From an optimization exercise on the open Yosys and OpenROAD flow, aimed at small area, a short achievable clock period and few clock cycles per item; shortcuts taken in it are not production practice. Only simulation tests tie the RTL to the original design; equivalence was not proved.

==> flow/design.v <==
`timescale 1ns / 1ps
module mat_mul #
	(
        parameter integer DIM_LOG = 2,     
        parameter integer DIM = 2**DIM_LOG,
        parameter integer SIZE = DIM*DIM,
        parameter integer SIZE_LOG = 2*DIM_LOG,
        parameter integer DATA_WIDTH = 32
    )
    (
		input wire  s00_axi_aclk,
		input wire  s00_axi_aresetn,
		output wire  s00_axis_tready,
		input wire [DATA_WIDTH-1 : 0] s00_axis_tdata,
		input wire  s00_axis_tlast,
        input wire  s00_axis_tvalid,
		output wire  m00_axis_tvalid,
        output wire [DATA_WIDTH-1 : 0] m00_axis_tdata,
        output wire [(DATA_WIDTH/8)-1 : 0] m00_axis_tstrb,
        output wire  m00_axis_tlast,
        input wire  m00_axis_tready,
        input wire sel,
        input wire start
    );
	reg busy;               
	reg item_done;          
	reg matrix_done;        
	reg start_transfer;     
	reg transfer;           
	reg last_transfer;      
	reg mac_enable;         
    reg [DATA_WIDTH-1 : 0] mem_A [0 : SIZE-1];  
    reg [DATA_WIDTH-1 : 0] mem_B [0 : SIZE-1];  
    reg [DATA_WIDTH-1 : 0] mem_R [0 : SIZE-1];  
    reg [DATA_WIDTH-1 : 0] mat_A;    
    reg [DATA_WIDTH-1 : 0] mat_B;    
    reg [DATA_WIDTH-1 : 0] mat_R;    
    reg [SIZE_LOG-1 : 0] addr_stream_in;     
    reg [SIZE_LOG-1 : 0] addr_stream_out;    
    wire [SIZE_LOG-1 : 0] addr_A;    
    wire [SIZE_LOG-1 : 0] addr_B;    
    reg [SIZE_LOG-1 : 0] addr_R;     
    reg [DIM_LOG-1 : 0] row_cnt;     
    reg [DIM_LOG-1 : 0] col_cnt;     
    reg [DIM_LOG-1 : 0] tmp_cnt;     
    wire [DATA_WIDTH-1 : 0] mad;     
    reg [DATA_WIDTH-1 : 0] mac;      
    assign s00_axis_tready = !busy && !transfer;  
    always @ (posedge s00_axi_aclk) begin
        if (!s00_axi_aresetn || (s00_axis_tlast && s00_axis_tready && s00_axis_tvalid))
            addr_stream_in <= 0;
        else if (s00_axis_tready && s00_axis_tvalid)  
            addr_stream_in <= addr_stream_in + 1;  
    end
    always @ (posedge s00_axi_aclk) begin 
        if (s00_axis_tready && s00_axis_tvalid && !sel)  
            mem_A [addr_stream_in] <= s00_axis_tdata;
        if (busy)  
            mat_A <= mem_A [addr_A];
    end
    always @ (posedge s00_axi_aclk) begin
        if (s00_axis_tready && s00_axis_tvalid && sel)  
            mem_B [addr_stream_in] <= s00_axis_tdata;
        if (busy)  
            mat_B <= mem_B [addr_B];
    end
    assign m00_axis_tstrb = 4'hf;    
    assign m00_axis_tdata = mat_R;        
    assign m00_axis_tlast = last_transfer;        
    assign m00_axis_tvalid = transfer;       
    always @ (posedge s00_axi_aclk) begin
        if (!s00_axi_aresetn || last_transfer)  
            addr_stream_out <= 0;
        else if ((start_transfer || transfer) && m00_axis_tready && !busy)  
           addr_stream_out <= addr_stream_out + 1;  
    end
    always @ (posedge s00_axi_aclk) begin
        if (!s00_axi_aresetn)
            start_transfer <= 0;
        else
            start_transfer <= matrix_done;  
    end
    always @ (posedge s00_axi_aclk) begin
        if (!s00_axi_aresetn || last_transfer)  
            transfer <= 0;
        else if (start_transfer)   
            transfer <= 1;
    end
    always @ (posedge s00_axi_aclk) begin
        if (!s00_axi_aresetn)
            last_transfer <= 0;
        else
            last_transfer <= addr_stream_out == SIZE - 1;  
    end
    always @ (posedge s00_axi_aclk) begin
        if (item_done)  
            mem_R [addr_R] <= mad;  
        if ((start_transfer || transfer) && m00_axis_tready && !last_transfer)  
            mat_R <= mem_R [addr_stream_out];
    end
    always @ (posedge s00_axi_aclk) begin
        if (!s00_axi_aresetn || matrix_done || transfer)  
            busy <= 0;
        else if (start)  
            busy <= 1'b1;
    end
    always @ (posedge s00_axi_aclk) begin
        if (!s00_axi_aresetn)
            item_done <= 0;
        else
            item_done <= tmp_cnt == DIM - 1;  
    end
    always @ (posedge s00_axi_aclk) begin
        if (!s00_axi_aresetn)
            matrix_done <= 0;
        else
            matrix_done <=  row_cnt == DIM - 1 && col_cnt == DIM - 1 && tmp_cnt == DIM - 1 ;  
    end
    always @ (posedge s00_axi_aclk) begin
        if (!s00_axi_aresetn || tmp_cnt == DIM - 1 || matrix_done)  
            tmp_cnt <= 0;
        else if (busy)  
            tmp_cnt <= tmp_cnt + 1;
    end
    always @ (posedge s00_axi_aclk) begin
        if (!s00_axi_aresetn || matrix_done)  
            col_cnt <= 0;
        else if (tmp_cnt == DIM - 1)  
            col_cnt <= col_cnt + 1;
    end
    always @ (posedge s00_axi_aclk) begin
        if (!s00_axi_aresetn || matrix_done)  
            row_cnt <= 0;
        else if (col_cnt == DIM - 1 && tmp_cnt == DIM - 1)  
            row_cnt <= row_cnt + 1;
    end
    assign addr_A = (DIM * row_cnt) + tmp_cnt;   
    assign addr_B = (DIM * tmp_cnt) + col_cnt;  
    always @ (posedge s00_axi_aclk) begin
        if (!s00_axi_aresetn || start)
            addr_R <= 0;
        else if (busy)  
            addr_R <= (DIM * row_cnt) + col_cnt;  
    end
    assign mad = mat_A * mat_B + mac;
    always @ (posedge s00_axi_aclk) begin
       if (!s00_axi_aresetn || item_done)  
           mac <= 0;
       else if (mac_enable)
           mac <= mad;  
    end
    always @ (posedge s00_axi_aclk) begin
       if (!s00_axi_aresetn)
           mac_enable <= 0;
       else
           mac_enable <= busy && !matrix_done;  
    end
endmodule
==> flow/run.sh <==
#!/bin/bash
# synth_recipe.tcl (not shown) runs the flow's synth.tcl, then flattens the netlist and writes it again
# the make line also repeats each setting of config.mk as NAME=value (left out here)
make -C /OpenROAD-flow-scripts/flow DESIGN_CONFIG=/design/flow/config.mk WORK_HOME=/design/flow/orfs CLKGATE_MAP_FILE= SYNTH_SCRIPT=/design/flow/synth_recipe.tcl finish
==> flow/config.mk <==
export PLATFORM = sky130hd
export DESIGN_NAME = mat_mul
export DESIGN_NICKNAME = mat_mul
export VERILOG_FILES = /design/flow/design.v
export SDC_FILE = /design/flow/constraint.sdc
export NUM_CORES = 4
export LEC_CHECK = 0
export CAP_MARGIN = 20
export CORE_MARGIN = 2
export CORE_UTILIZATION = 40
export PLACE_DENSITY = 0.6
export SLEW_MARGIN = 20
==> flow/constraint.sdc <==
create_clock -name core_clock -period 9.0 [get_ports {s00_axi_aclk}]
set_input_delay 1.8000 -clock core_clock [delete_from_list [all_inputs] [get_ports {s00_axi_aclk}]]
set_output_delay 1.8000 -clock core_clock [all_outputs]
set_load 0.01 [all_outputs]
==> run summary <==
- Fin nets: 5193
- Placer congestion estimate: 0.827
- Worst path buffer plus inverter count: 6
- Slew Limit Fails: 0
- DRC errors left: 0
- Post-Place Cells: 7049
- Layout cells sized above 1: 0.200
- Die width: 450 um
- Cell Count, Final, Fillers Out: 7363
- Post-synth EDFFs: 1632
- Hpwl dp: 115000 um
- Commonest cells in the netlist: 1632 x edfxtp_1, 512 x inv_1, 480 x mux4_2
- Core Area: 198000 um2
- Initial Util: 0.403
- Post-DRT Antenna Nets: 0
- Hold crit path type: reg -> reg
- Area leader, netlist: edfxtp_1
- M3 GR Usage: 0.0281
- Synth top area share: 0.615
- Worst slew margin: 0.313
- Core Rows: 163
- Crit. End Element: flop
- Initial detailed-routing violation count: 3698
- Wirelength per Cell: 25.7 um
- Ports: 78
- Top post-synthesis cells by area: edfxtp_1 62%, mux4_2 14%, fa_1 11%
- Crit-path max FO: 20
- Area grow syn2layout: 12.6%
- Layout Utilization: 0.454
- Vias per cell: 5.29
- Maxcap violations: 0
- Synthesized area: 79700 um2
- CP max stage cell: edfxtp_1
- Number of detailed-route iterations in the first pass: 6
- Worst setup margin: 0.608 ns
- Place WS: 0.491 ns
- Post-Syn Area per Cell: 18.0 um2
- Status: finished clean
- Largest net degree at the start of global routing: 127
- Global-route wire length before repair: 282000 um
- CP Class: reg -> reg
- Sequential-to-total area share from yosys stat: 0.629
- Max Buffers Root-to-Sink: 3
- Htree depth: 4
- Initial antenna violation count: 12
- WP data arrival: 8.86 ns
- Clock skew: 0.0573 ns
- Count of state elements after synthesis: 1689
- Final setup fails: 0
- GRT Util Overall: 0.190
- Data required, critical path: 9.47 ns
- Setup Total Neg Slack: 0 ns
- Crit-path leading delay family: adder cells
- CTS Buf Count: 173
- Sink Count: 1689
- Port bufs: 73
- Yosys cell types: 57
- RSZ-0062 raised after global routing: false
- Worst-path clk slew: 0.06 ns
- Top-count cell post-synth: edfxtp_1
- Drt total wl: 189000 um
- Clock Latency Late Sink: 0.82 ns
- Min Tclk post-route: 8.39 ns
- CP max stage delay: 0.93 ns
- Area of the multi-input gates: 27000 um2
- Die ar.: 203000 um2
- FFs w/ async S/R, synth: 0
- Final Hold Fails: 0
- YS warnings: 1
- Filler cell count: 16900
- CTS tree: done
- Final worst path period share: 0.932
- Busiest grt layer: met2
- DIE HEIGHT: 450 um
- Top cell by count, worst path: fa_1
- Main flop type after synthesis: edfxtp_1
- Max Freq: 0.119 GHz
- Reg area: 50200 um2
- CP Launch Type: flop
- Worst-Margin Slew: 1.03 ns
- Setup Fix Bufs, Post-CTS: 0
- Met2 Use GR: 0.322
- Met1 GRT Util: 0.257
- Synth Instances: 4416
- Vias in the first global route: 41300
- Vias: 38900
- GRT overflow: 0
- Root Driver: clkbuf_16
==> worst min-delay path, cell delays in order, from the launching register on <==
cell and delay [ns]:
dfxtp_2 0.32, mux2i_1 0.06, nor2_1 0.07
==> per-layer routing <==
metal,share of wire,wire length [um]
met1,0.42,78600
met2,0.51,96600
met3,0.053,9970
met4,0.021,4050
met5,0.00013,25
==> state kept, by name (all words and copies together), names as in the netlist, 32 cells and up <==
| name | count |
|---|---|
| mem_A | 512 |
| mem_B | 512 |
| mem_R | 512 |
| mac | 32 |
| mat_A | 32 |
| mat_B | 32 |
| mat_R | 32 |
==> cells by family (layout without fill, tap and decap cells) <==
group | after synthesis | count (layout) | synth area share
AOI/OAI and AO/OA | 91 | 91 | 0.00776
xor gates and xnor gates | 92 | 92 | 0.0103
adders and majority gates | 570 | 570 | 0.131
buffers and inverters | 731 | 1031 | 0.0348
DFF | 1689 | 1689 | 0.629
muxes | 512 | 512 | 0.140
other | 1 | 8 | 0.0000471
and+or+nand+nor | 730 | 730 | 0.0472
==> worst paths after layout <==
path | start | endpoint | slack, ns | depth (start not counted)
setup reg to reg | mat_A[12] | mem_R[11][28] | 0.61 | 25
setup / recovery | mat_A[12] | mem_R[11][28] | 0.61 | 25
hold reg to reg | row_cnt[0] | addr_R[2] | 0.49 | 2
hold / removal | row_cnt[0] | addr_R[2] | 0.49 | 2
==> placed cells by master (no fill, tap or decap), types with 7 or more instances in the layout <==
| master | synthesis | layout |
|---|---|---|
| clkdlybuf4s50_1 | 0 | 51 |
| mux4_2 | 480 | 480 |
| buf_2 | 9 | 22 |
| bufinv_16 | 0 | 12 |
| xnor2_1 | 70 | 67 |
| clkinv_2 | 0 | 19 |
| a21oi_1 | 22 | 22 |
| o21ai_1 | 7 | 7 |
| nor2_4 | 0 | 25 |
| ha_1 | 132 | 132 |
| clkbuf_16 | 0 | 175 |
| nand3_1 | 12 | 12 |
| mux2i_1 | 31 | 31 |
| edfxtp_1 | 1632 | 1632 |
| a21o_1 | 10 | 10 |
| xor2_1 | 21 | 20 |
| fa_1 | 438 | 438 |
| dfxtp_4 | 0 | 7 |
| clkinv_1 | 0 | 34 |
| inv_1 | 512 | 512 |
| and2_1 | 328 | 312 |
| nor2_1 | 73 | 47 |
| nand2b_1 | 11 | 11 |
| nor3_2 | 0 | 8 |
| o21ai_0 | 10 | 10 |
| nor3_1 | 21 | 13 |
| nand2_1 | 247 | 247 |
| clkbuf_1 | 161 | 44 |
| buf_4 | 5 | 130 |
| o21a_1 | 9 | 9 |
| and2_2 | 0 | 16 |
| dfxtp_1 | 57 | 45 |
==> per-stage QoR <==
stage                     cell area [um2]  hold slack [ns]
final                               89700            0.486
after global routing                89700            0.523
after CTS                           89800            0.489
after detailed placement            84200            0.475
after global placement              84200            0.463
after floorplan                     79700            0.420
==> cell type report <==
class                           count  area share
Multi-Input combinational cell   1999       0.302
Tap cell                         2640      0.0368
Inverter                          512      0.0214
Clock buffer                      222      0.0511
Timing Repair Buffer              209      0.0191
Antenna cell                        4    0.000112
Sequential cell                  1689       0.559
Clock inverter                     88      0.0104
==> timing repair <==
| action | 4_1_cts | 5_1_grt |
|---|---|---|
| setup endpoints to repair | 0 | 16 |
| gates resized for setup | 0 | 1 |
| hold buffers | 0 | 0 |
Testbench counts, summed over its fixed seeds: cycles 20,984, jobs 192.

[afterwards: timing with drivers on the ports]
The results above use ideal ports. As a check the final layout listed here was re-extracted and re-timed, cells and wires unchanged.
Step 1 (the two cells are an assumption about what drives the block):
set clk [get_ports {s00_axi_aclk}]
set_driving_cell -lib_cell sky130_fd_sc_hd__clkbuf_16 $clk
set_driving_cell -lib_cell sky130_fd_sc_hd__buf_2 [delete_from_list [all_inputs] $clk]
Step 2 adds t to the input delays and takes it off the output delays; t is the mean of the earliest and latest rising clock arrival at the registers after step 1. Input paths then give back, and output paths get back, about the clock's delay inside the block.
Slacks: no drivers / after step 1 / after step 2; pairs: no drivers / after step 1.
t (ns): 0.885
setup WS [ns]: 0.608 / 0.608 / 0.608
clock arrival spread, ns: 0.065 / 0.065
After both steps this run still meets setup and hold. The setup slack of this run moves by 0.000 ns with the drivers and by 0.000 ns with both steps.
